Context: an optimization exercise on an open-source flow, tuned for small area, a short achievable clock period and few clock cycles per item. The choices shown serve that exercise and are no tape-out recipe. The RTL was checked by simulation tests, not by an equivalence proof against the original design.

$ cat flow/config.mk
export PLATFORM = sky130hd
export DESIGN_NAME = axc_booth
export DESIGN_NICKNAME = axc_booth
export VERILOG_FILES = /design/flow/design.v
export SDC_FILE = /design/flow/constraint.sdc
export NUM_CORES = 4
export LEC_CHECK = 0
export ABC_AREA = 1
export CAP_MARGIN = 20
export CORE_MARGIN = 2
export CORE_UTILIZATION = 55
export SLEW_MARGIN = 20
$ cat flow/constraint.sdc
create_clock -name core_clock -period 11.0 [get_ports {CLK}]
set_input_delay 2.2000 -clock core_clock [delete_from_list [all_inputs] [get_ports {CLK}]]
set_output_delay 2.2000 -clock core_clock [all_outputs]
set_load 0.01 [all_outputs]
$ cat flow/design.v
module transition_detect (
        input  wire [7:0]  a,         
        input  wire        a_below,   
        input  wire [5:0]  q,
        input  wire        skip,
        output wire [3:0]  one,
        output wire [3:0]  two,
        output wire [3:0]  neg,
        output wire [3:0]  cnt
    );
    wire [7:0] t = a ^ {a[6:0], a_below};
    wire [2:0] c1 = {2'b00, t[7]} + {2'b00, t[6]} + {2'b00, t[5]} + {2'b00, t[4]};
    wire [2:0] c0 = {2'b00, t[3]} + {2'b00, t[2]} + {2'b00, t[1]} + {2'b00, t[0]};
    assign cnt = {1'b0, c1} + {1'b0, c0};
    wire [5:0] q1 = q;
    wire [5:0] q0 = (q > {3'b000, c1}) ? q - {3'b000, c1} : 6'd0;
    function [3:0] win;
        input [5:0] qq;
        input       s;
        integer u;
        begin
            for (u = 0; u < 4; u = u + 1)
                win[u] = s ? ((qq >= u + 3) | (qq == u + 1)) : (qq >= u + 2);
        end
    endfunction
    function [3:0] nib;
        input [3:0] tt;
        input [3:0] w;
        begin
            nib[3] = tt[3] & w[0];
            nib[2] = tt[2] & (tt[3] ? w[1] : w[0]);
            case ({tt[3], tt[2]})
                2'b00: nib[1] = tt[1] & w[0];
                2'b11: nib[1] = tt[1] & w[2];
                default: nib[1] = tt[1] & w[1];
            endcase
            case ({tt[3], tt[2], tt[1]})
                3'b000: nib[0] = tt[0] & w[0];
                3'b111: nib[0] = tt[0] & w[3];
                3'b001, 3'b010, 3'b100: nib[0] = tt[0] & w[1];
                default: nib[0] = tt[0] & w[2];
            endcase
        end
    endfunction
    wire [7:0] keep = {nib(t[7:4], win(q1, skip)), nib(t[3:0], win(q0, skip))};
    genvar j;
    generate
        for (j = 0; j < 4; j = j + 1) begin : pairs
            assign two[j] = keep[2*j+1] & ~keep[2*j];
            assign one[j] = keep[2*j];
            assign neg[j] = keep[2*j+1] ? a[2*j+1] : (keep[2*j] & a[2*j]);
        end
    endgenerate
endmodule
module barrel_shifter (
        input  wire [31:0] b,
        input  wire        one,
        input  wire        two,
        input  wire        neg,
        output wire [33:0] row
    );
    wire [32:0] bx = {b[31], b};
    wire [32:0] m  = ({33{one}} & bx) | ({33{two}} & {bx[31:0], 1'b0});
    wire [32:0] x  = m ^ {33{neg}};
    assign row = {~x[32], x};
endmodule
module axc_booth #(
        parameter integer NA=32,
        parameter integer NB=32,
        parameter integer NC=$clog2(NA)+1
    )(
        input   wire                 CLK,
        input   wire                 RST,
        input   wire                 START,
        input   wire  [NA-1:0]       A_in,
        input   wire  [NB-1:0]       B_in,
        input   wire  [NC-1:0]       C_in,
        output  wire  [NA+NB-1:0]    N_out,
        output  wire                 Done_out
    );
    localparam [63:0] Z = 64'hffffff5555555600;
    reg  [31:0] B_reg;
    reg  [31:0] A_reg;                   
    reg  [5:0]  q_reg;                   
    reg  [3:0]  cnt_reg;                 
    reg         skip_reg;
    reg  [3:0]  one_reg, two_reg, neg_reg;
    reg         pre;                     
    reg  [3:0]  st;                      
    reg         Done_reg;
    reg  [63:0] acc;
    wire        fast    = (C_in >= 6'd6);
    wire        skip_in = A_in[31] & C_in[0];
    wire [5:0]  q_in    = (C_in > 6'd32) ? 6'd35 : C_in + 6'd3;
    wire [7:0]  t_top   = A_in[31:24] ^ A_in[30:23];
    wire [3:0]  cnt_top = {3'b000, t_top[0]} + {3'b000, t_top[1]} + {3'b000, t_top[2]} + {3'b000, t_top[3]}
                        + {3'b000, t_top[4]} + {3'b000, t_top[5]} + {3'b000, t_top[6]} + {3'b000, t_top[7]};
    wire [3:0]  a_one, a_two, a_neg;
    genvar j;
    generate
        for (j = 0; j < 4; j = j + 1) begin : raw
            wire b1 = A_in[25+2*j], b0 = A_in[24+2*j], bm = A_in[23+2*j];
            assign a_one[j] = b0 ^ bm;
            assign a_two[j] = (b1 ^ b0) & ~(b0 ^ bm);
            assign a_neg[j] = b1 & ~(b0 & bm);
        end
    endgenerate
    wire [5:0]  q_run = (q_reg > {2'b00, cnt_reg}) ? q_reg - {2'b00, cnt_reg} : 6'd0;
    wire [3:0]  r_one, r_two, r_neg, r_cnt;
    transition_detect TD (.a(A_reg[31:24]), .a_below(A_reg[23]), .q(q_run), .skip(skip_reg),
                          .one(r_one), .two(r_two), .neg(r_neg), .cnt(r_cnt));
    always @(posedge CLK) begin
        if (START) begin
            B_reg    <= B_in;
            A_reg    <= fast ? {A_in[23:0], 8'd0} : A_in;
            skip_reg <= skip_in;
            q_reg    <= q_in;
            cnt_reg  <= fast ? cnt_top : 4'd0;
            one_reg  <= a_one; two_reg <= a_two; neg_reg <= a_neg;
        end else begin
            A_reg    <= {A_reg[23:0], 8'd0};
            q_reg    <= q_run;
            cnt_reg  <= r_cnt;
            one_reg  <= r_one; two_reg <= r_two; neg_reg <= r_neg;
        end
    end
    wire [33:0] row [0:3];
    generate
        for (j = 0; j < 4; j = j + 1) begin : rows
            barrel_shifter BS (.b(B_reg), .one(one_reg[j]), .two(two_reg[j]), .neg(neg_reg[j]), .row(row[j]));
        end
    endgenerate
    wire [7:0]  negbits = {1'b0, neg_reg[3], 1'b0, neg_reg[2], 1'b0, neg_reg[1], 1'b0, neg_reg[0]};
    wire [63:0] acc_in  = {(st[0] ? Z[63:8] : acc[55:0]), negbits};
    wire [63:0] sum = acc_in + {30'd0, row[0]} + {28'd0, row[1], 2'd0} + {26'd0, row[2], 4'd0}
                    + {24'd0, row[3], 6'd0};
    always @(posedge CLK) begin
        if (|st) acc <= sum;
    end
    always @(posedge CLK) begin
        if (RST) begin
            pre <= 1'b0;
            st <= 4'd0;
            Done_reg <= 1'b0;
        end else if (START) begin
            pre <= ~fast;
            st <= {3'b000, fast};
            Done_reg <= 1'b0;
        end else begin
            pre <= 1'b0;
            st <= {st[2:0], pre};
            if (st[2]) Done_reg <= 1'b1;
        end
    end
    assign N_out = acc;
    assign Done_out = Done_reg;
endmodule
$ cat flow/flow/run.sh
#!/bin/bash
# Standard layout, but Yosys maps adders with its default (Brent-Kung) carry
# tree; the port buffers use the smallest buffer cell, and timing repair aims
# at 5 ns of setup slack (the clock and constraints are unchanged).
bash standard.sh "SYNTH_OPERATIONS_ARGS=-noshare" "BUFFER_PORTS_ARGS=-buffer_cell sky130_fd_sc_hd__buf_1" SETUP_SLACK_MARGIN=5 finish > standard.log 2>&1
$ cat flow/standard.sh
#!/bin/bash
# synth_recipe.tcl (not shown) runs the flow's synth.tcl, then flattens the netlist and writes it again
# the make line also repeats each setting of config.mk as NAME=value (left out here)
make -C /OpenROAD-flow-scripts/flow DESIGN_CONFIG=/design/flow/config.mk WORK_HOME=/design/flow/orfs CLKGATE_MAP_FILE= SYNTH_SCRIPT=/design/flow/synth_recipe.tcl "${@:-finish}"
==> results of run 1 <==
critical path, cell delays in order (launching register included):
cell	delay, ps
sky130_fd_sc_hd__dfxtp_1	320
sky130_fd_sc_hd__inv_1	730
sky130_fd_sc_hd__o22ai_1	220
sky130_fd_sc_hd__xor2_1	200
sky130_fd_sc_hd__fa_1	580
sky130_fd_sc_hd__inv_1	60
sky130_fd_sc_hd__fa_1	450
sky130_fd_sc_hd__fa_1	500
sky130_fd_sc_hd__inv_1	50
sky130_fd_sc_hd__ha_1	310
sky130_fd_sc_hd__nand2_1	80
sky130_fd_sc_hd__o21ai_0	200
sky130_fd_sc_hd__a21o_1	240
sky130_fd_sc_hd__nand2_1	80
sky130_fd_sc_hd__nand2_1	210
sky130_fd_sc_hd__nand3_1	100
sky130_fd_sc_hd__nand2_1	230
sky130_fd_sc_hd__nand2_1	90
sky130_fd_sc_hd__nand2_1	120
sky130_fd_sc_hd__a31oi_1	110
sky130_fd_sc_hd__fa_1	380
sky130_fd_sc_hd__xor2_1	170
logic make-up (layout without fill, tap and decap cells):
kind of cell    Yosys count  count (layout)  share of synthesized area, %
flops                   157             157                         30.15
simple gates            343             343                         11.21
compound gates          234             234                         10.96
xor+xnor                176             176                         11.30
buf+inv                 323             448                         8.903
fa+ha+maj               225             225                         27.40
mux                       1               1                       0.08252
stage by stage:
| stage | utilization [%] | instance area, sq um | hold slack, ps | worst slack (ps) |
|---|---|---|---|---|
| detailed placement | 59.45 | 14460 | 419.2 | 5119 |
| CTS | 61.91 | 15060 | 428.5 | 5079 |
| finish | 61.94 | 15060 | 427.0 | 5292 |
| global placement | 59.45 | 14460 | 416.4 | 5248 |
| floorplan | - | 13650 | 408.7 | 5824 |
| global route | 61.94 | 15060 | 459.6 | 5002 |
path summary, 6_finish.rpt:
kind | from | endpoint | slack [ps] | depth (start not counted)
setup / recovery | one_reg[1] | acc[43] | 5290 | 21
hold / removal | st[1] | st[2] | 430 | 2
setup reg to reg | one_reg[1] | acc[43] | 5290 | 21
hold reg to reg | st[1] | st[2] | 430 | 2
cell type report:
| type | count | area share, % |
|---|---|---|
| tap | 324 | 2.691 |
| clock buffer | 19 | 3.081 |
| inverter | 267 | 6.703 |
| clock inverter | 13 | 0.8887 |
| timing repair buffer | 149 | 4.020 |
| multi-input combinational | 979 | 55.29 |
| sequential | 157 | 27.33 |
per-layer routing:
layer  vias up  share of wire, %
met5         -                 0
met4         0               1.8
met3        35               6.7
met2       357                44
met1      4976                47
li1       5042                 -
placed cells by master, fill, tap and decap left out, types with 12 or more instances in the layout:
cell type                   instances
sky130_fd_sc_hd__inv_1            257
sky130_fd_sc_hd__nand2_1          151
sky130_fd_sc_hd__xor2_1           149
sky130_fd_sc_hd__buf_1            136
sky130_fd_sc_hd__o22ai_1          126
sky130_fd_sc_hd__fa_1             123
sky130_fd_sc_hd__ha_1             102
sky130_fd_sc_hd__edfxtp_1          97
sky130_fd_sc_hd__nor2_1            84
sky130_fd_sc_hd__dfxtp_1           58
sky130_fd_sc_hd__nand3_1           43
sky130_fd_sc_hd__a21oi_1           31
sky130_fd_sc_hd__xnor2_1           27
sky130_fd_sc_hd__o221ai_1          25
sky130_fd_sc_hd__or2_2             24
sky130_fd_sc_hd__o21ai_0           18
sky130_fd_sc_hd__clkbuf_16         18
sky130_fd_sc_hd__nand4_1           17
sky130_fd_sc_hd__buf_4             12
==> flow_metrics.env, run 1 <==
export IMPL_clk_latency_ps=440
export IMPL_accumulated_negative_setup_slack_ps=0
export IMPL_async_reset_ff_share_pct=0
export IMPL_post_synth_top_area_cell="sky130_fd_sc_hd__edfxtp_1"
export IMPL_n_antenna_cell=0
export IMPL_grt_most_used_layer="met2"
export IMPL_outcome="complete, no violations"
export IMPL_flip_flop_count_of_the_largest_register_after_layout=64
export IMPL_synth_commonest_cells="sky130_fd_sc_hd__inv_1 (258), sky130_fd_sc_hd__nand2_1 (151), sky130_fd_sc_hd__xor2_1 (149), sky130_fd_sc_hd__o22ai_1 (126), sky130_fd_sc_hd__fa_1 (123)"
export IMPL_htree_num_levels=4
export IMPL_drt_pass1_iter_count=5
export IMPL_synth_top_area_share_pct=21.35
export IMPL_coreArea_sq_um=24320
export IMPL_detail_route_wirelength_microns=33250
export IMPL_cts_root_buf="sky130_fd_sc_hd__clkbuf_16"
export IMPL_final_number_of_max_transition_violations=0
export IMPL_antenna_violations_before_repair=0
export IMPL_longest_clk_path_bufs=2
export IMPL_critPathArrivalTime_ps=5880
export IMPL_synth_seq_area_share_pct=30.15
export IMPL_hold_path_class="flip-flop to flip-flop"
export IMPL_synth_edff_count=97
export IMPL_worstSetupPathType="flip-flop to flip-flop"
export IMPL_dieArea_sq_um=26090
export IMPL_cts_tree="built"
export IMPL_drt_first_iter_violations=901
export IMPL_max_cap_viol_count=0
export IMPL_rsz0062_at_grt="false"
export IMPL_area_used_by_multi_input_combinational_logic_sq_um=8329
export IMPL_routed_via_density=5.456
export IMPL_floorplan_initialDensity_pct=56.11
export IMPL_core_rowCount=57
export IMPL_tightestPinTransition_ps=1005
export IMPL_hold_violations=0
export IMPL_layout_cell_share_with_drive_strength_beyond_1_pct=6.187
export IMPL_place_congestion=0.8948
export IMPL_num_nets_final=1869
export IMPL_synthMostInstantiatedCell="sky130_fd_sc_hd__inv_1"
export IMPL_syn_inst=1459
export IMPL_cts_inserted_buffers=17
export IMPL_die_h_microns=161.5
export IMPL_seq_area_sq_um=4116
export IMPL_grt_util_met2_pct=42.04
export IMPL_relative_slew_slack_pct=32.95
export IMPL_filler_cell_count=2178
export IMPL_gr_usage_met1_pct=38.07
export IMPL_die_width_microns=161.5
export IMPL_ys_ff_latch=157
export IMPL_i_o_pin_count=138
export IMPL_numPortBuffers=137
export IMPL_grt_pass1_wl_microns=54410
export IMPL_global_route_congestion_overflow_total=0
export IMPL_synth_top_cells_by_area="sky130_fd_sc_hd__edfxtp_1 (21%), sky130_fd_sc_hd__fa_1 (18%), sky130_fd_sc_hd__xor2_1 (9.6%), sky130_fd_sc_hd__ha_1 (9.4%), sky130_fd_sc_hd__dfxtp_1 (8.8%)"
export IMPL_timing_final_crit_period_ps=5708
export IMPL_post_route_period_util_pct=51.89
export IMPL_clock_skew_final_ps=19.25
export IMPL_final_setup_violations=0
export IMPL_commonest_register_cell_after_synthesis="sky130_fd_sc_hd__edfxtp_1"
export IMPL_worst_setup_path_end_kind="flip-flop"
export IMPL_met3_usage_pct=4.468
export IMPL_synth_yosys_warnings=2
export IMPL_finish_cell_count_without_fillers=1908
export IMPL_cts_post_setup_buffers_inserted=0
export IMPL_cts_hold_buf=0
export IMPL_netlist_cell_type_count=48
export IMPL_tritoncts_num_sinks=157
export IMPL_worst_ep_required_time_ps=11170
export IMPL_postCtsResizedCells=0
export IMPL_fmaxAchievable_mhz=175.2
export IMPL_wire_per_inst_microns=17.43
export IMPL_detail_route_antenna_nets=0
export IMPL_synth_cell_area_sq_um=13650
export IMPL_first_global_vias=10510
export IMPL_clk_transition_reported_paths_ps=80
export IMPL_area_growth_syn_to_layout_pct=10.40
export IMPL_placed_cells=1876
export IMPL_post_route_drc_count=0
export IMPL_critical_path_maximum_fanout=31
export IMPL_grt_usage_pct=26.59
export IMPL_vias=10410
export IMPL_maximum_number_of_pins_on_one_net_before_global_route_repair=65
export IMPL_dpl_hpwl_microns=24780
export IMPL_synth_area_per_cell_sq_um=9.353
export IMPL_mappedNetlistNets=1757
export IMPL_timing_critical_path_from_type="flip-flop"
Testbench counts, summed over its fixed seeds: cycles 61,116, items 12,000.
==> run 2: changes to the inputs <==
--- a/flow/config.mk
+++ b/flow/config.mk
@@ -8,5 +8,6 @@
 export ABC_AREA = 1
 export CAP_MARGIN = 20
 export CORE_MARGIN = 2
-export CORE_UTILIZATION = 55
+export CORE_UTILIZATION = 40
+export CTS_CLUSTER_SIZE = 30
 export SLEW_MARGIN = 20
==> flow_metrics.env, run 2 <==
export IMPL_outcome="complete, no violations"
export IMPL_accumulated_negative_setup_slack_ps=0
export IMPL_flip_flop_count_of_the_largest_register_after_layout=64
export IMPL_relative_slew_slack_pct=23.87
export IMPL_placed_cells=2000
export IMPL_final_common_cell="sky130_fd_sc_hd__inv_1"
export IMPL_synth_area_per_cell_sq_um=9.353
export IMPL_first_global_vias=10470
export IMPL_clock_skew_final_ps=11.73
export IMPL_rsz0062_at_grt="false"
export IMPL_synth_yosys_warnings=2
export IMPL_finish_cell_count_without_fillers=2032
export IMPL_hold_violations=0
export IMPL_clk_latency_ps=460
export IMPL_post_route_drc_count=0
export IMPL_tightestPinTransition_ps=1141
export IMPL_synthMostInstantiatedCell="sky130_fd_sc_hd__inv_1"
export IMPL_worst_setup_path_end_kind="flip-flop"
export IMPL_numPortBuffers=137
export IMPL_timing_final_crit_period_ps=5583
export IMPL_post_route_util_pct=45.38
export IMPL_hold_path_class="flip-flop to flip-flop"
export IMPL_ys_ff_latch=157
export IMPL_detail_route_antenna_nets=0
export IMPL_cts_post_setup_buffers_inserted=0
export IMPL_cts_tree="built"
export IMPL_fmaxAchievable_mhz=179.1
export IMPL_post_synth_top_area_cell="sky130_fd_sc_hd__edfxtp_1"
export IMPL_clk_transition_reported_paths_ps=80
export IMPL_dieArea_sq_um=35610
export IMPL_drt_pass1_iter_count=5
export IMPL_detail_route_wirelength_microns=34060
export IMPL_longest_clk_path_bufs=2
export IMPL_die_h_microns=188.7
export IMPL_cts_inserted_buffers=17
export IMPL_worstSetupPathType="flip-flop to flip-flop"
export IMPL_drt_first_iter_violations=664
export IMPL_cts_hold_buf=0
export IMPL_async_reset_ff_share_pct=0
export IMPL_layout_common_cells="sky130_fd_sc_hd__inv_1 (256), sky130_fd_sc_hd__nand2_1 (151), sky130_fd_sc_hd__xor2_1 (149)"
export IMPL_core_rowCount=67
export IMPL_critPathArrivalTime_ps=5790
export IMPL_synth_seq_area_share_pct=30.15
export IMPL_synth_top_area_share_pct=21.35
export IMPL_postCtsResizedCells=0
export IMPL_floorplan_initialDensity_pct=40.69
export IMPL_i_o_pin_count=138
export IMPL_netlist_cell_type_count=48
export IMPL_cts_root_buf="sky130_fd_sc_hd__clkbuf_16"
export IMPL_worst_ep_required_time_ps=11210
export IMPL_routed_via_density=5.142
export IMPL_antenna_violations_before_repair=0
export IMPL_mappedNetlistNets=1757
export IMPL_vias=10450
export IMPL_timing_reg2reg_worst_path_depth=23
export IMPL_grt_pass1_wl_microns=55320
export IMPL_area_growth_syn_to_layout_pct=11.53
export IMPL_critical_path_maximum_fanout=56
export IMPL_synth_cell_area_sq_um=13650
export IMPL_commonest_register_cell_after_synthesis="sky130_fd_sc_hd__edfxtp_1"
export IMPL_synth_edff_count=97
export IMPL_coreArea_sq_um=33530
export IMPL_htree_num_levels=4
export IMPL_syn_inst=1459
export IMPL_maximum_number_of_pins_on_one_net_before_global_route_repair=65
export IMPL_tritoncts_num_sinks=157
export IMPL_post_route_period_util_pct=50.76
export IMPL_n_antenna_cell=0
export IMPL_num_nets_final=1869
export IMPL_max_cap_viol_count=0
export IMPL_rrSetupSlack_ps=5420
export IMPL_final_number_of_max_transition_violations=0
export IMPL_final_setup_violations=0
export IMPL_number_of_stages_on_the_worst_hold_path=2
export IMPL_synth_commonest_cells="sky130_fd_sc_hd__inv_1 (258), sky130_fd_sc_hd__nand2_1 (151), sky130_fd_sc_hd__xor2_1 (149), sky130_fd_sc_hd__o22ai_1 (126), sky130_fd_sc_hd__fa_1 (123)"
export IMPL_wire_per_inst_microns=16.76
export IMPL_dpl_hpwl_microns=25630
export IMPL_global_route_congestion_overflow_total=0
export IMPL_layout_cell_share_with_drive_strength_beyond_1_pct=6.124
export IMPL_grt_usage_pct=19.74
export IMPL_synth_top_cells_by_area="sky130_fd_sc_hd__edfxtp_1 (21%), sky130_fd_sc_hd__fa_1 (18%), sky130_fd_sc_hd__xor2_1 (9.6%), sky130_fd_sc_hd__ha_1 (9.4%), sky130_fd_sc_hd__dfxtp_1 (8.8%)"
export IMPL_filler_cell_count=3323
export IMPL_place_congestion=0.8782
export IMPL_die_width_microns=188.7
export IMPL_timing_critical_path_from_type="flip-flop"
-- run 2: layout make-up --
| cell class | count | area [sq um] | share of cell area [%] |
|---|---|---|---|
| Clock buffer | 17 | 425.4 | 2.795 |
| Tap cell | 448 | 560.5 | 3.683 |
| Clock inverter | 15 | 172.7 | 1.135 |
| Timing Repair Buffer | 149 | 605.6 | 3.979 |
| Multi-Input combinational cell | 979 | 8329 | 54.73 |
| Sequential cell | 157 | 4115 | 27.04 |
| Inverter | 267 | 1010 | 6.635 |
-- run 2: metal layers --
metal / part of all wire (%) / vias up / global-route usage [%] / routed length (microns)
met5: 0 / - / 0 / 0
met3: 6.3 / 44 / 4.153 / 2160
li1: - / 5045 / - / -
met1: 46 / 4996 / 26.97 / 15660
met2: 46 / 363 / 31.31 / 15500
met4: 2.1 / 0 / 6.340 / 732
-- run 2: final timing paths --
check                           startpoint  endpoint
worst min register to register       st[1]     st[2]
worst min-delay path                 st[1]     st[2]
worst max-delay path                 st[0]   acc[63]
worst max register to register       st[0]   acc[63]
-- run 2: worst max-delay path, cell delays in order (launching register included) --
cell and delay [ps]:
sky130_fd_sc_hd__dfxtp_2 310, sky130_fd_sc_hd__buf_4 290, sky130_fd_sc_hd__inv_1 580, sky130_fd_sc_hd__nand2_1 190, sky130_fd_sc_hd__fa_1 580, sky130_fd_sc_hd__inv_1 60, sky130_fd_sc_hd__fa_1 520, sky130_fd_sc_hd__fa_1 490
sky130_fd_sc_hd__ha_1 350, sky130_fd_sc_hd__a21o_1 210, sky130_fd_sc_hd__nand3_1 70, sky130_fd_sc_hd__nand2_1 50, sky130_fd_sc_hd__inv_1 70, sky130_fd_sc_hd__nor2_1 40, sky130_fd_sc_hd__nor3_1 310, sky130_fd_sc_hd__nor3_1 80
sky130_fd_sc_hd__nor2_1 110, sky130_fd_sc_hd__nand2_1 180, sky130_fd_sc_hd__nand3_1 160, sky130_fd_sc_hd__nand2_1 110, sky130_fd_sc_hd__nand2_1 150, sky130_fd_sc_hd__nor3_1 70, sky130_fd_sc_hd__ha_1 200, sky130_fd_sc_hd__xnor2_1 120
-- run 2: through the flow --
step	worst slack (ps)	hold slack, ps	area (sq um)
final	5417	434.7	15220
after global routing	5013	452.4	15220
after CTS	5200	437.5	15210
after detailed placement	5225	420.7	14610
after global placement	5409	416.7	14610
after floorplan	5824	408.7	13650
-- run 2: cells by family (layout without fill, tap and decap cells) --
group                      count (synthesis)  in the layout  share of synthesized area, %
and+or+nand+nor                          343            343                         11.21
buffers and inverters                    323            448                         8.903
AOI/OAI and AO/OA                        234            234                         10.96
adders and majority gates                225            225                         27.40
xor gates and xnor gates                 176            176                         11.30
DFF                                      157            157                         30.15
muxes                                      1              1                       0.08252
==> run 3: changes to the inputs <==
--- a/flow/config.mk
+++ b/flow/config.mk
@@ -9,5 +9,5 @@
 export CAP_MARGIN = 20
 export CORE_MARGIN = 2
 export CORE_UTILIZATION = 40
-export CTS_CLUSTER_SIZE = 30
+export CTS_CLUSTER_SIZE = 60
 export SLEW_MARGIN = 20
==> flow_metrics.env, run 3 <==
export IMPL_outcome="complete, no violations"
export IMPL_i_o_pin_count=138
export IMPL_cts_tree="built"
export IMPL_longest_clk_path_bufs=2
export IMPL_worstSetupPathType="flip-flop to flip-flop"
export IMPL_detail_route_antenna_nets=0
export IMPL_synth_top_area_share_pct=21.35
export IMPL_numPortBuffers=137
export IMPL_timing_reg2reg_worst_path_depth=23
export IMPL_antenna_violations_before_repair=0
export IMPL_n_antenna_cell=0
export IMPL_layout_common_cells="sky130_fd_sc_hd__inv_1 (256), sky130_fd_sc_hd__nand2_1 (151), sky130_fd_sc_hd__xor2_1 (149)"
export IMPL_floorplan_initialDensity_pct=40.69
export IMPL_post_route_drc_count=0
export IMPL_fin_hold_ws_ps=434.7
export IMPL_netlist_cell_type_count=48
export IMPL_min_from="st[1]"
export IMPL_accumulated_negative_setup_slack_ps=0
export IMPL_dpl_hpwl_microns=25630
export IMPL_cts_inserted_buffers=17
export IMPL_rsz0062_at_grt="false"
export IMPL_die_h_microns=188.7
export IMPL_critPathArrivalTime_ps=5790
export IMPL_fmaxAchievable_mhz=179.1
export IMPL_tightestPinTransition_ps=1141
export IMPL_grt_pass1_wl_microns=55320
export IMPL_critical_path_maximum_fanout=56
export IMPL_vias=10450
export IMPL_post_synth_top_area_cell="sky130_fd_sc_hd__edfxtp_1"
export IMPL_global_route_congestion_overflow_total=0
export IMPL_synth_edff_count=97
export IMPL_detail_route_wirelength_microns=34060
export IMPL_final_number_of_max_transition_violations=0
export IMPL_place_congestion=0.8782
export IMPL_synth_cell_area_sq_um=13650
export IMPL_synth_commonest_cells="sky130_fd_sc_hd__inv_1 (258), sky130_fd_sc_hd__nand2_1 (151), sky130_fd_sc_hd__xor2_1 (149), sky130_fd_sc_hd__o22ai_1 (126), sky130_fd_sc_hd__fa_1 (123)"
export IMPL_clk_latency_ps=460
export IMPL_async_reset_ff_share_pct=0
export IMPL_timing_critical_path_from_type="flip-flop"
export IMPL_synthMostInstantiatedCell="sky130_fd_sc_hd__inv_1"
export IMPL_clock_skew_final_ps=11.73
export IMPL_final_setup_violations=0
export IMPL_max_cap_viol_count=0
export IMPL_timing_final_crit_period_ps=5583
export IMPL_drt_first_iter_violations=664
export IMPL_postCtsResizedCells=0
export IMPL_drt_pass1_iter_count=5
export IMPL_synth_seq_area_share_pct=30.15
export IMPL_synth_yosys_warnings=2
export IMPL_coreArea_sq_um=33530
export IMPL_regToRegStartpoint="st[0]"
export IMPL_worstReg2RegEnd="acc[63]"
export IMPL_area_growth_syn_to_layout_pct=11.53
export IMPL_cts_post_setup_buffers_inserted=0
export IMPL_worst_ep_required_time_ps=11210
export IMPL_first_global_vias=10470
export IMPL_cts_root_buf="sky130_fd_sc_hd__clkbuf_16"
export IMPL_num_nets_final=1869
export IMPL_worst_setup_path_end_kind="flip-flop"
export IMPL_tritoncts_num_sinks=157
export IMPL_flip_flop_count_of_the_largest_register_after_layout=64
export IMPL_relative_slew_slack_pct=23.87
export IMPL_clk_transition_reported_paths_ps=80
export IMPL_layout_cell_share_with_drive_strength_beyond_1_pct=6.124
export IMPL_dieArea_sq_um=35610
export IMPL_final_common_cell="sky130_fd_sc_hd__inv_1"
export IMPL_htree_num_levels=4
export IMPL_hold_violations=0
export IMPL_routed_via_density=5.142
export IMPL_number_of_stages_on_the_worst_hold_path=2
export IMPL_mappedNetlistNets=1757
export IMPL_synth_top_cells_by_area="sky130_fd_sc_hd__edfxtp_1 (21%), sky130_fd_sc_hd__fa_1 (18%), sky130_fd_sc_hd__xor2_1 (9.6%), sky130_fd_sc_hd__ha_1 (9.4%), sky130_fd_sc_hd__dfxtp_1 (8.8%)"
export IMPL_grt_usage_pct=19.74
export IMPL_hold_path_class="flip-flop to flip-flop"
export IMPL_ys_ff_latch=157
export IMPL_core_rowCount=67
export IMPL_post_route_util_pct=45.38
export IMPL_rrSetupSlack_ps=5420
export IMPL_hold_path_endpoint="st[2]"
export IMPL_wire_per_inst_microns=16.76
export IMPL_syn_inst=1459
export IMPL_post_route_period_util_pct=50.76
export IMPL_maximum_number_of_pins_on_one_net_before_global_route_repair=65
export IMPL_cts_hold_buf=0
export IMPL_synth_area_per_cell_sq_um=9.353
export IMPL_commonest_register_cell_after_synthesis="sky130_fd_sc_hd__edfxtp_1"
export IMPL_die_width_microns=188.7
## run 3: cell counts in the layout (fill, tap and decap cells not counted)
No cell type changed its count.
## run 3: cell type report
type	count	area, sq um
timing repair buffer	149	605.6
inverter	267	1010
fill	3323	18310
sequential	157	4115
clock buffer	17	425.4
clock inverter	15	172.7
tap	448	560.5
multi-input combinational	979	8329
## run 3: how the worst max path moves through the flow
stage	startpoint	endpoint	slack [ps]	depth (start not counted)
final	st[0]	acc[63]	5420	23
after floorplan	A_in[23]	cnt_reg[2]	5820	11
after global placement	neg_reg[2]	acc[63]	5410	23
after detailed placement	neg_reg[2]	acc[63]	5230	23
after global routing	one_reg[2]	acc[63]	5010	23
after CTS	neg_reg[2]	acc[63]	5200	23
## run 3: metrics by stage
step                area, sq um  cells  worst slack [ps]
floorplan                 13650   1459              5824
global placement          14610   2000              5409
detailed placement        14610   2000              5225
CTS                       15210   2032              5200
global route              15220   2032              5013
finish                    15220   2032              5417
## run 3: critical path: stages (launching register included)
cell	delay (ps)
sky130_fd_sc_hd__dfxtp_2	310
sky130_fd_sc_hd__buf_4	290
sky130_fd_sc_hd__inv_1	580
sky130_fd_sc_hd__nand2_1	190
sky130_fd_sc_hd__fa_1	580
sky130_fd_sc_hd__inv_1	60
sky130_fd_sc_hd__fa_1	520
sky130_fd_sc_hd__fa_1	490
sky130_fd_sc_hd__ha_1	350
sky130_fd_sc_hd__a21o_1	210
sky130_fd_sc_hd__nand3_1	70
sky130_fd_sc_hd__nand2_1	50
sky130_fd_sc_hd__inv_1	70
sky130_fd_sc_hd__nor2_1	40
sky130_fd_sc_hd__nor3_1	310
sky130_fd_sc_hd__nor3_1	80
sky130_fd_sc_hd__nor2_1	110
sky130_fd_sc_hd__nand2_1	180
sky130_fd_sc_hd__nand3_1	160
sky130_fd_sc_hd__nand2_1	110
sky130_fd_sc_hd__nand2_1	150
sky130_fd_sc_hd__nor3_1	70
sky130_fd_sc_hd__ha_1	200
sky130_fd_sc_hd__xnor2_1	120
## run 3: kinds of logic after synthesis
family / count (synthesis) / share of synthesized area, %
adders and majority gates: 225 / 27.40
muxes: 1 / 0.08252
and+or+nand+nor: 343 / 11.21
buffers and inverters: 323 / 8.903
AOI/OAI and AO/OA: 234 / 10.96
xor gates and xnor gates: 176 / 11.30
DFF: 157 / 30.15
## run 3: routing by layer
layer  routed length (microns)  up-vias  track usage (%)
met5                         0        -                0
met4                       732        0            6.340
met3                      2160       44            4.153
met2                     15500      363            31.31
met1                     15660     4996            26.97
li1                          -     5045                -
==> run 4: changes to the inputs <==
--- a/flow/config.mk
+++ b/flow/config.mk
@@ -9,5 +9,5 @@
 export CAP_MARGIN = 20
 export CORE_MARGIN = 2
 export CORE_UTILIZATION = 40
-export CTS_CLUSTER_SIZE = 60
 export SLEW_MARGIN = 20
+export TNS_END_PERCENT = 5
==> flow_metrics.env, run 4 <==
export IMPL_vias=10450
export IMPL_ys_ff_latch=157
export IMPL_grt_pass1_wl_microns=55320
export IMPL_clock_skew_final_ps=11.73
export IMPL_filler_cell_count=3323
export IMPL_antenna_violations_before_repair=0
export IMPL_worstSetupPathType="flip-flop to flip-flop"
export IMPL_syn_inst=1459
export IMPL_tritoncts_num_sinks=157
export IMPL_hold_violations=0
export IMPL_area_used_by_multi_input_combinational_logic_sq_um=8329
export IMPL_cts_hold_buf=0
export IMPL_wire_per_inst_microns=16.76
export IMPL_grt_usage_pct=19.74
export IMPL_final_number_of_max_transition_violations=0
export IMPL_synth_seq_area_share_pct=30.15
export IMPL_drt_pass1_iter_count=5
export IMPL_layout_cell_share_with_drive_strength_beyond_1_pct=6.124
export IMPL_seq_area_sq_um=4115
export IMPL_floorplan_initialDensity_pct=40.69
export IMPL_commonest_register_cell_after_synthesis="sky130_fd_sc_hd__edfxtp_1"
export IMPL_layout_common_cells="sky130_fd_sc_hd__inv_1 (256), sky130_fd_sc_hd__nand2_1 (151), sky130_fd_sc_hd__xor2_1 (149)"
export IMPL_longest_clk_path_bufs=2
export IMPL_routed_via_density=5.142
export IMPL_synth_commonest_cells="sky130_fd_sc_hd__inv_1 (258), sky130_fd_sc_hd__nand2_1 (151), sky130_fd_sc_hd__xor2_1 (149), sky130_fd_sc_hd__o22ai_1 (126), sky130_fd_sc_hd__fa_1 (123)"
export IMPL_worst_setup_path_end_kind="flip-flop"
export IMPL_synth_area_per_cell_sq_um=9.353
export IMPL_synth_top_area_share_pct=21.35
export IMPL_cts_root_buf="sky130_fd_sc_hd__clkbuf_16"
export IMPL_maximum_number_of_pins_on_one_net_before_global_route_repair=65
export IMPL_cts_tree="built"
export IMPL_tightestPinTransition_ps=1141
export IMPL_dp_worst_setup_slack_ps=5225
export IMPL_final_setup_violations=0
export IMPL_critical_path_maximum_fanout=56
export IMPL_synthMostInstantiatedCell="sky130_fd_sc_hd__inv_1"
export IMPL_dpl_hpwl_microns=25630
export IMPL_place_congestion=0.8782
export IMPL_die_h_microns=188.7
export IMPL_synth_yosys_warnings=2
export IMPL_detail_route_antenna_nets=0
export IMPL_mappedNetlistNets=1757
export IMPL_rsz0062_at_grt="false"
export IMPL_drt_first_iter_violations=664
export IMPL_cts_inserted_buffers=17
export IMPL_critPathArrivalTime_ps=5790
export IMPL_netlist_cell_type_count=48
export IMPL_crit_start="st[0]"
export IMPL_timing_critical_path_from_type="flip-flop"
export IMPL_synth_edff_count=97
export IMPL_fmaxAchievable_mhz=179.1
export IMPL_outcome="complete, no violations"
export IMPL_htree_num_levels=4
export IMPL_synth_top_cells_by_area="sky130_fd_sc_hd__edfxtp_1 (21%), sky130_fd_sc_hd__fa_1 (18%), sky130_fd_sc_hd__xor2_1 (9.6%), sky130_fd_sc_hd__ha_1 (9.4%), sky130_fd_sc_hd__dfxtp_1 (8.8%)"
export IMPL_worst_ep_required_time_ps=11210
export IMPL_first_global_vias=10470
export IMPL_synth_cell_area_sq_um=13650
export IMPL_i_o_pin_count=138
export IMPL_async_reset_ff_share_pct=0
export IMPL_max_cap_viol_count=0
export IMPL_postCtsResizedCells=0
export IMPL_accumulated_negative_setup_slack_ps=0
export IMPL_die_width_microns=188.7
export IMPL_coreArea_sq_um=33530
export IMPL_cts_post_setup_buffers_inserted=0
export IMPL_post_route_period_util_pct=50.76
export IMPL_numPortBuffers=137
export IMPL_min_from="st[1]"
export IMPL_clk_transition_reported_paths_ps=80
export IMPL_regToRegStartpoint="st[0]"
export IMPL_detail_route_wirelength_microns=34060
export IMPL_finish_cell_count_without_fillers=2032
export IMPL_timing_final_crit_period_ps=5583
export IMPL_timing_final_ws_setup_ps=5417
export IMPL_relative_slew_slack_pct=23.87
export IMPL_n_antenna_cell=0
export IMPL_final_common_cell="sky130_fd_sc_hd__inv_1"
export IMPL_hold_path_class="flip-flop to flip-flop"
export IMPL_post_synth_top_area_cell="sky130_fd_sc_hd__edfxtp_1"
export IMPL_flip_flop_count_of_the_largest_register_after_layout=64
export IMPL_num_nets_final=1869
export IMPL_placed_cells=2000
export IMPL_core_rowCount=67
export IMPL_clk_latency_ps=460
export IMPL_post_route_drc_count=0
export IMPL_area_growth_syn_to_layout_pct=11.53
export IMPL_global_route_congestion_overflow_total=0
export IMPL_dieArea_sq_um=35610
## run 4: cell counts after synthesis
Identical to the previous run, type by type.
## run 4: cell families after synthesis
| family | count (synthesis) | share of synthesized area, % |
|---|---|---|
| and+or+nand+nor | 343 | 11.21 |
| xor gates and xnor gates | 176 | 11.30 |
| buffers and inverters | 323 | 8.903 |
| muxes | 1 | 0.08252 |
| adders and majority gates | 225 | 27.40 |
| AOI/OAI and AO/OA | 234 | 10.96 |
| DFF | 157 | 30.15 |
## run 4: final cells by class
| class | instances | area share (%) |
|---|---|---|
| Clock buffer | 17 | 2.795 |
| Timing Repair Buffer | 149 | 3.979 |
| Multi-Input combinational cell | 979 | 54.73 |
| Inverter | 267 | 6.635 |
| Sequential cell | 157 | 27.04 |
| Clock inverter | 15 | 1.135 |
| Tap cell | 448 | 3.683 |
## run 4: through the flow
step / hold slack [ps] / util, % / cell area (sq um)
6_report: 434.7 / 45.38 / 15220
5_1_grt: 452.4 / 45.38 / 15220
4_1_cts: 437.5 / 45.36 / 15210
3_5_place_dp: 420.7 / 43.58 / 14610
3_3_place_gp: 416.7 / 43.58 / 14610
2_1_floorplan: 408.7 / - / 13650
## run 4: final timing paths
kind	end	slack [ps]	cells past startpoint
hold / removal	st[2]	430	2
setup reg to reg	acc[63]	5420	23
setup / recovery	acc[63]	5420	23
hold reg to reg	st[2]	430	2
## run 4: critical path: stages, from the launching register on
cell and delay, ps:
sky130_fd_sc_hd__dfxtp_2 310, sky130_fd_sc_hd__buf_4 290, sky130_fd_sc_hd__inv_1 580, sky130_fd_sc_hd__nand2_1 190, sky130_fd_sc_hd__fa_1 580, sky130_fd_sc_hd__inv_1 60, sky130_fd_sc_hd__fa_1 520, sky130_fd_sc_hd__fa_1 490
sky130_fd_sc_hd__ha_1 350, sky130_fd_sc_hd__a21o_1 210, sky130_fd_sc_hd__nand3_1 70, sky130_fd_sc_hd__nand2_1 50, sky130_fd_sc_hd__inv_1 70, sky130_fd_sc_hd__nor2_1 40, sky130_fd_sc_hd__nor3_1 310, sky130_fd_sc_hd__nor3_1 80
sky130_fd_sc_hd__nor2_1 110, sky130_fd_sc_hd__nand2_1 180, sky130_fd_sc_hd__nand3_1 160, sky130_fd_sc_hd__nand2_1 110, sky130_fd_sc_hd__nand2_1 150, sky130_fd_sc_hd__nor3_1 70, sky130_fd_sc_hd__ha_1 200, sky130_fd_sc_hd__xnor2_1 120
## run 4: metal layers
layer,share of wire (%),global-route usage (%),vias to the layer above
met5,0,0,-
met4,2.1,6.340,0
met3,6.3,4.153,44
met2,46,31.31,363
met1,46,26.97,4996
li1,-,-,5045
==> run 5: changes to the inputs <==
--- a/flow/config.mk
+++ b/flow/config.mk
@@ -10,4 +10,4 @@
 export CORE_MARGIN = 2
 export CORE_UTILIZATION = 40
 export SLEW_MARGIN = 20
-export TNS_END_PERCENT = 5
+export TNS_END_PERCENT = 30
==> flow_metrics.env, run 5 <==
export IMPL_postCtsResizedCells=0
export IMPL_htree_num_levels=4
export IMPL_critPathBufInv=4
export IMPL_coreArea_sq_um=33530
export IMPL_global_route_congestion_overflow_total=0
export IMPL_final_number_of_max_transition_violations=0
export IMPL_longest_clk_path_bufs=2
export IMPL_synth_top_family_by_area="adder cells"
export IMPL_max_cap_viol_count=0
export IMPL_cts_inserted_buffers=17
export IMPL_area_growth_syn_to_layout_pct=11.53
export IMPL_clk_latency_ps=460
export IMPL_post_route_util_pct=45.38
export IMPL_antenna_violations_before_repair=0
export IMPL_grt_usage_pct=19.74
export IMPL_synth_xor_area_share_pct=11.30
export IMPL_worstSetupPathType="flip-flop to flip-flop"
export IMPL_synth_top_area_share_pct=21.35
export IMPL_post_synth_fa_ha_maj_area_fraction_pct=27.40
export IMPL_post_route_drc_count=0
export IMPL_cts_tree="built"
export IMPL_synthMostInstantiatedCell="sky130_fd_sc_hd__inv_1"
export IMPL_synth_area_per_cell_sq_um=9.353
export IMPL_layout_cell_share_with_drive_strength_beyond_1_pct=6.124
export IMPL_first_global_vias=10470
export IMPL_outcome="complete, no violations"
export IMPL_routed_via_density=5.142
export IMPL_floorplan_initialDensity_pct=40.69
export IMPL_synth_yosys_warnings=2
export IMPL_grt_pass1_wl_microns=55320
export IMPL_rsz0062_at_grt="false"
export IMPL_synth_seq_area_share_pct=30.15
export IMPL_filler_cell_count=3323
export IMPL_synth_edff_count=97
export IMPL_wire_per_inst_microns=16.76
export IMPL_clock_skew_final_ps=11.73
export IMPL_worst_path_largest_cell_delay_ps=580
export IMPL_tightestPinTransition_ps=1141
export IMPL_area_used_by_multi_input_combinational_logic_sq_um=8329
export IMPL_placed_area_sq_um=14610
export IMPL_cpLargestDelayFamily="adder cells"
export IMPL_dieArea_sq_um=35610
export IMPL_cts_post_setup_buffers_inserted=0
export IMPL_vias=10450
export IMPL_hold_path_class="flip-flop to flip-flop"
export IMPL_timing_final_crit_period_ps=5583
export IMPL_critPathArrivalTime_ps=5790
export IMPL_relative_slew_slack_pct=23.87
export IMPL_synth_area_mux_share_pct=0.08252
export IMPL_tritoncts_num_sinks=157
export IMPL_post_route_period_util_pct=50.76
export IMPL_die_width_microns=188.7
export IMPL_synth_cell_area_sq_um=13650
export IMPL_detail_route_antenna_nets=0
export IMPL_compound_gate_fraction_of_synth_area_pct=10.96
export IMPL_flip_flop_count_of_the_largest_register_after_layout=64
export IMPL_timing_critical_path_mode_cell="sky130_fd_sc_hd__nand2_1"
export IMPL_yosys_area_share_simple_pct=11.21
export IMPL_hold_violations=0
export IMPL_layout_common_cells="sky130_fd_sc_hd__inv_1 (256), sky130_fd_sc_hd__nand2_1 (151), sky130_fd_sc_hd__xor2_1 (149)"
export IMPL_commonest_register_cell_after_synthesis="sky130_fd_sc_hd__edfxtp_1"
export IMPL_n_antenna_cell=0
export IMPL_maximum_number_of_pins_on_one_net_before_global_route_repair=65
export IMPL_i_o_pin_count=138
export IMPL_num_nets_final=1869
export IMPL_clk_transition_reported_paths_ps=80
export IMPL_fmaxAchievable_mhz=179.1
export IMPL_final_cell_area_sq_um=15220
export IMPL_synth_top_cells_by_area="sky130_fd_sc_hd__edfxtp_1 (21%), sky130_fd_sc_hd__fa_1 (18%), sky130_fd_sc_hd__xor2_1 (9.6%), sky130_fd_sc_hd__ha_1 (9.4%), sky130_fd_sc_hd__dfxtp_1 (8.8%)"
export IMPL_accumulated_negative_setup_slack_ps=0
export IMPL_worst_ep_required_time_ps=11210
export IMPL_drt_first_iter_violations=664
export IMPL_cts_root_buf="sky130_fd_sc_hd__clkbuf_16"
export IMPL_critical_path_cell_chain="buf_4, inv_1, nand2_1, fa_1, inv_1, fa_1, fa_1, ha_1, a21o_1, nand3_1, nand2_1, inv_1, nor2_1, nor3_1, nor3_1, nor2_1, nand2_1, nand3_1, nand2_1, nand2_1, nor3_1, ha_1, xnor2_1"
export IMPL_detail_route_wirelength_microns=34060
export IMPL_worst_setup_path_end_kind="flip-flop"
export IMPL_async_reset_ff_share_pct=0
export IMPL_place_congestion=0.8782
export IMPL_mappedNetlistNets=1757
export IMPL_synth_commonest_cells="sky130_fd_sc_hd__inv_1 (258), sky130_fd_sc_hd__nand2_1 (151), sky130_fd_sc_hd__xor2_1 (149), sky130_fd_sc_hd__o22ai_1 (126), sky130_fd_sc_hd__fa_1 (123)"
export IMPL_netlist_cell_type_count=48
export IMPL_cts_hold_buf=0
export IMPL_ys_ff_latch=157
export IMPL_final_common_cell="sky130_fd_sc_hd__inv_1"
export IMPL_core_rowCount=67
export IMPL_drt_pass1_iter_count=5
export IMPL_seq_area_sq_um=4115
export IMPL_die_h_microns=188.7
export IMPL_syn_inst=1459
export IMPL_timing_critical_path_from_type="flip-flop"
export IMPL_numPortBuffers=137
export IMPL_slowest_stage="sky130_fd_sc_hd__inv_1"
export IMPL_post_synth_top_area_cell="sky130_fd_sc_hd__edfxtp_1"
export IMPL_critical_path_maximum_fanout=56
export IMPL_dpl_hpwl_microns=25630
export IMPL_final_setup_violations=0
==> run 5: path summary, 6_finish.rpt <==
| kind | cells after the start | end | start | slack (ps) |
|---|---|---|---|---|
| max reg2reg | 23 | acc[63] | st[0] | 5420 |
| max | 23 | acc[63] | st[0] | 5420 |
| min | 2 | st[2] | st[1] | 430 |
| min reg2reg | 2 | st[2] | st[1] | 430 |
==> run 5: routing by layer <==
layer / GRT usage [%] / share of wire, %
met1: 26.97 / 46
met2: 31.31 / 46
met3: 4.153 / 6.3
met4: 6.340 / 2.1
met5: 0 / 0
==> run 5: through the flow <==
step	worst slack [ps]	hold WS (ps)	instances
2_1_floorplan	5824	408.7	1459
3_3_place_gp	5409	416.7	2000
3_5_place_dp	5225	420.7	2000
4_1_cts	5200	437.5	2032
5_1_grt	5013	452.4	2032
6_report	5417	434.7	2032
==> run 5: final cells by class <==
cell class,count,area share [%]
clock buffer,17,2.795
timing repair buffer,149,3.979
inverter,267,6.635
multi-input combinational,979,54.73
clock inverter,15,1.135
sequential,157,27.04
tap,448,3.683
==> run 5: worst reg2reg max path, delay by kind of cell (launching register included) <==
family | cells | cell delay, ps
and+or+nand+nor | 12 | 1530
AOI/OAI and AO/OA | 1 | 210
DFF | 1 | 310
buffers and inverters | 4 | 1020
adders and majority gates | 5 | 2140
xor gates and xnor gates | 1 | 120
==> run 5: cells by family after synthesis <==
kind of cell | Yosys count
compound gates | 234
xor+xnor | 176
fa+ha+maj | 225
buf+inv | 323
flops | 157
mux | 1
simple gates | 343
==> run 6: changes to the inputs <==
--- a/flow/config.mk
+++ b/flow/config.mk
@@ -10,4 +10,3 @@
 export CORE_MARGIN = 2
 export CORE_UTILIZATION = 40
 export SLEW_MARGIN = 20
-export TNS_END_PERCENT = 30
==> flow_metrics.env, run 6 <==
export IMPL_outcome="complete, no violations"
export IMPL_routed_via_density=5.142
export IMPL_finish_cell_count_without_fillers=2032
export IMPL_placed_cells=2000
export IMPL_clk_latency_ps=460
export IMPL_cts_inserted_buffers=17
export IMPL_cts_tree="built"
export IMPL_htree_num_levels=4
export IMPL_timing_critical_path_from_type="flip-flop"
export IMPL_timing_final_crit_period_ps=5583
export IMPL_dpl_hpwl_microns=25630
export IMPL_max_cap_viol_count=0
export IMPL_synth_cell_area_sq_um=13650
export IMPL_numPortBuffers=137
export IMPL_longest_clk_path_bufs=2
export IMPL_hold_violations=0
export IMPL_cts_root_buf="sky130_fd_sc_hd__clkbuf_16"
export IMPL_n_antenna_cell=0
export IMPL_wire_per_inst_microns=16.76
export IMPL_place_congestion=0.8782
export IMPL_drt_pass1_iter_count=5
export IMPL_die_width_microns=188.7
export IMPL_final_number_of_max_transition_violations=0
export IMPL_area_used_by_multi_input_combinational_logic_sq_um=8329
export IMPL_critPathArrivalTime_ps=5790
export IMPL_number_of_stages_on_the_worst_hold_path=2
export IMPL_area_growth_syn_to_layout_pct=11.53
export IMPL_tightestPinTransition_ps=1141
export IMPL_detail_route_wirelength_microns=34060
export IMPL_grt_usage_pct=19.74
export IMPL_grt_pass1_wl_microns=55320
export IMPL_final_setup_violations=0
export IMPL_clock_skew_final_ps=11.73
export IMPL_synthMostInstantiatedCell="sky130_fd_sc_hd__inv_1"
export IMPL_tritoncts_num_sinks=157
export IMPL_core_rowCount=67
export IMPL_critical_path_maximum_fanout=56
export IMPL_post_route_period_util_pct=50.76
export IMPL_vias=10450
export IMPL_synth_seq_area_share_pct=30.15
export IMPL_layout_common_cells="sky130_fd_sc_hd__inv_1 (256), sky130_fd_sc_hd__nand2_1 (151), sky130_fd_sc_hd__xor2_1 (149)"
export IMPL_num_nets_final=1869
export IMPL_drt_first_iter_violations=664
export IMPL_synth_top_area_share_pct=21.35
export IMPL_post_route_drc_count=0
export IMPL_flip_flop_count_of_the_largest_register_after_layout=64
export IMPL_fmaxAchievable_mhz=179.1
export IMPL_floorplan_initialDensity_pct=40.69
export IMPL_die_h_microns=188.7
export IMPL_worstSetupPathType="flip-flop to flip-flop"
export IMPL_synth_commonest_cells="sky130_fd_sc_hd__inv_1 (258), sky130_fd_sc_hd__nand2_1 (151), sky130_fd_sc_hd__xor2_1 (149), sky130_fd_sc_hd__o22ai_1 (126), sky130_fd_sc_hd__fa_1 (123)"
export IMPL_global_route_congestion_overflow_total=0
export IMPL_commonest_register_cell_after_synthesis="sky130_fd_sc_hd__edfxtp_1"
export IMPL_antenna_violations_before_repair=0
export IMPL_final_common_cell="sky130_fd_sc_hd__inv_1"
export IMPL_synth_edff_count=97
export IMPL_post_synth_top_area_cell="sky130_fd_sc_hd__edfxtp_1"
export IMPL_coreArea_sq_um=33530
export IMPL_accumulated_negative_setup_slack_ps=0
export IMPL_mappedNetlistNets=1757
export IMPL_netlist_cell_type_count=48
export IMPL_filler_cell_count=3323
export IMPL_worst_ep_required_time_ps=11210
export IMPL_synth_top_cells_by_area="sky130_fd_sc_hd__edfxtp_1 (21%), sky130_fd_sc_hd__fa_1 (18%), sky130_fd_sc_hd__xor2_1 (9.6%), sky130_fd_sc_hd__ha_1 (9.4%), sky130_fd_sc_hd__dfxtp_1 (8.8%)"
export IMPL_detail_route_antenna_nets=0
export IMPL_hold_path_class="flip-flop to flip-flop"
export IMPL_synth_yosys_warnings=2
export IMPL_dieArea_sq_um=35610
export IMPL_async_reset_ff_share_pct=0
export IMPL_maximum_number_of_pins_on_one_net_before_global_route_repair=65
export IMPL_layout_cell_share_with_drive_strength_beyond_1_pct=6.124
export IMPL_seq_area_sq_um=4115
export IMPL_rrSetupSlack_ps=5420
export IMPL_relative_slew_slack_pct=23.87
export IMPL_rsz0062_at_grt="false"
export IMPL_syn_inst=1459
export IMPL_ys_ff_latch=157
export IMPL_first_global_vias=10470
export IMPL_clk_transition_reported_paths_ps=80
export IMPL_synth_area_per_cell_sq_um=9.353
export IMPL_cts_post_setup_buffers_inserted=0
export IMPL_i_o_pin_count=138
export IMPL_timing_reg2reg_worst_path_depth=23
export IMPL_worst_setup_path_end_kind="flip-flop"
run 6: cell counts after synthesis:
No cell type changed its count.
run 6: cell families (layout without fill, tap and decap cells):
family / Yosys count / after routing / synth area share, %
adders and majority gates: 225 / 225 / 27.40
DFF: 157 / 157 / 30.15
buffers and inverters: 323 / 448 / 8.903
and+or+nand+nor: 343 / 343 / 11.21
AOI/OAI and AO/OA: 234 / 234 / 10.96
muxes: 1 / 1 / 0.08252
xor gates and xnor gates: 176 / 176 / 11.30
run 6: area by class of cell:
type	count	area share [%]
tap	448	3.683
multi-input combinational	979	54.73
clock buffer	17	2.795
inverter	267	6.635
clock inverter	15	1.135
timing repair buffer	149	3.979
sequential	157	27.04
run 6: routing by layer:
metal  vias to the layer above  wire [microns]  GRT usage, %
met5                         -               0             0
met4                         0             732         6.340
met3                        44            2160         4.153
met2                       363           15500         31.31
met1                      4996           15660         26.97
li1                       5045               -             -
run 6: critical path: stages, from the launching register on:
cell	delay, ps
sky130_fd_sc_hd__dfxtp_2	310
sky130_fd_sc_hd__buf_4	290
sky130_fd_sc_hd__inv_1	580
sky130_fd_sc_hd__nand2_1	190
sky130_fd_sc_hd__fa_1	580
sky130_fd_sc_hd__inv_1	60
sky130_fd_sc_hd__fa_1	520
sky130_fd_sc_hd__fa_1	490
sky130_fd_sc_hd__ha_1	350
sky130_fd_sc_hd__a21o_1	210
sky130_fd_sc_hd__nand3_1	70
sky130_fd_sc_hd__nand2_1	50
sky130_fd_sc_hd__inv_1	70
sky130_fd_sc_hd__nor2_1	40
sky130_fd_sc_hd__nor3_1	310
sky130_fd_sc_hd__nor3_1	80
sky130_fd_sc_hd__nor2_1	110
sky130_fd_sc_hd__nand2_1	180
sky130_fd_sc_hd__nand3_1	160
sky130_fd_sc_hd__nand2_1	110
sky130_fd_sc_hd__nand2_1	150
sky130_fd_sc_hd__nor3_1	70
sky130_fd_sc_hd__ha_1	200
sky130_fd_sc_hd__xnor2_1	120
run 6: path summary, 6_finish.rpt:
check              from  endpoint
setup / recovery  st[0]   acc[63]
hold / removal    st[1]     st[2]
setup reg to reg  st[0]   acc[63]
hold reg to reg   st[1]     st[2]
run 6: timing repair:
action	in CTS	in global routing
gates resized for setup	0	2
hold buffers	0	0
setup endpoints to repair	0	13
hold endpoints to repair	0	0
run 6: stage by stage:
| stage | util [%] | setup slack [ps] | cell area (sq um) | hold WS (ps) |
|---|---|---|---|---|
| floorplan | - | 5824 | 13650 | 408.7 |
| CTS | 45.36 | 5200 | 15210 | 437.5 |
| global route | 45.38 | 5013 | 15220 | 452.4 |
| finish | 45.38 | 5417 | 15220 | 434.7 |
| global placement | 43.58 | 5409 | 14610 | 416.7 |
| detailed placement | 43.58 | 5225 | 14610 | 420.7 |

## separate check: timing with driven ports
How much do the figures lean on ideal ports? The routed layouts below were timed once more, with nothing changed but the port constraints. Step 1 assumes that a clkbuf_16 drives the clock port and a buf_2 every other input. Step 2, shift: input delay + t, output delay - t, t = (earliest + latest rising clock arrival at the registers) / 2. This alone moves slack from input paths to output paths. Slacks: ideal / step 1 / step 2; pairs: ideal / step 1.
run | t, ns | slack for setup (ns) | worst setup path after step 2
run 1 | 0.480 | 5.292 / 5.292 / 5.292 | register to register
run 2 | 0.504 | 5.417 / 5.417 / 5.417 | register to register
run 3 | 0.504 | 5.417 / 5.417 / 5.417 | register to register
run 4 | 0.504 | 5.417 / 5.417 / 5.417 | register to register
run 5 | 0.504 | 5.417 / 5.417 / 5.417 | register to register
run 6 | 0.504 | 5.417 / 5.417 / 5.417 | register to register
After both steps every run listed still meets setup and hold.
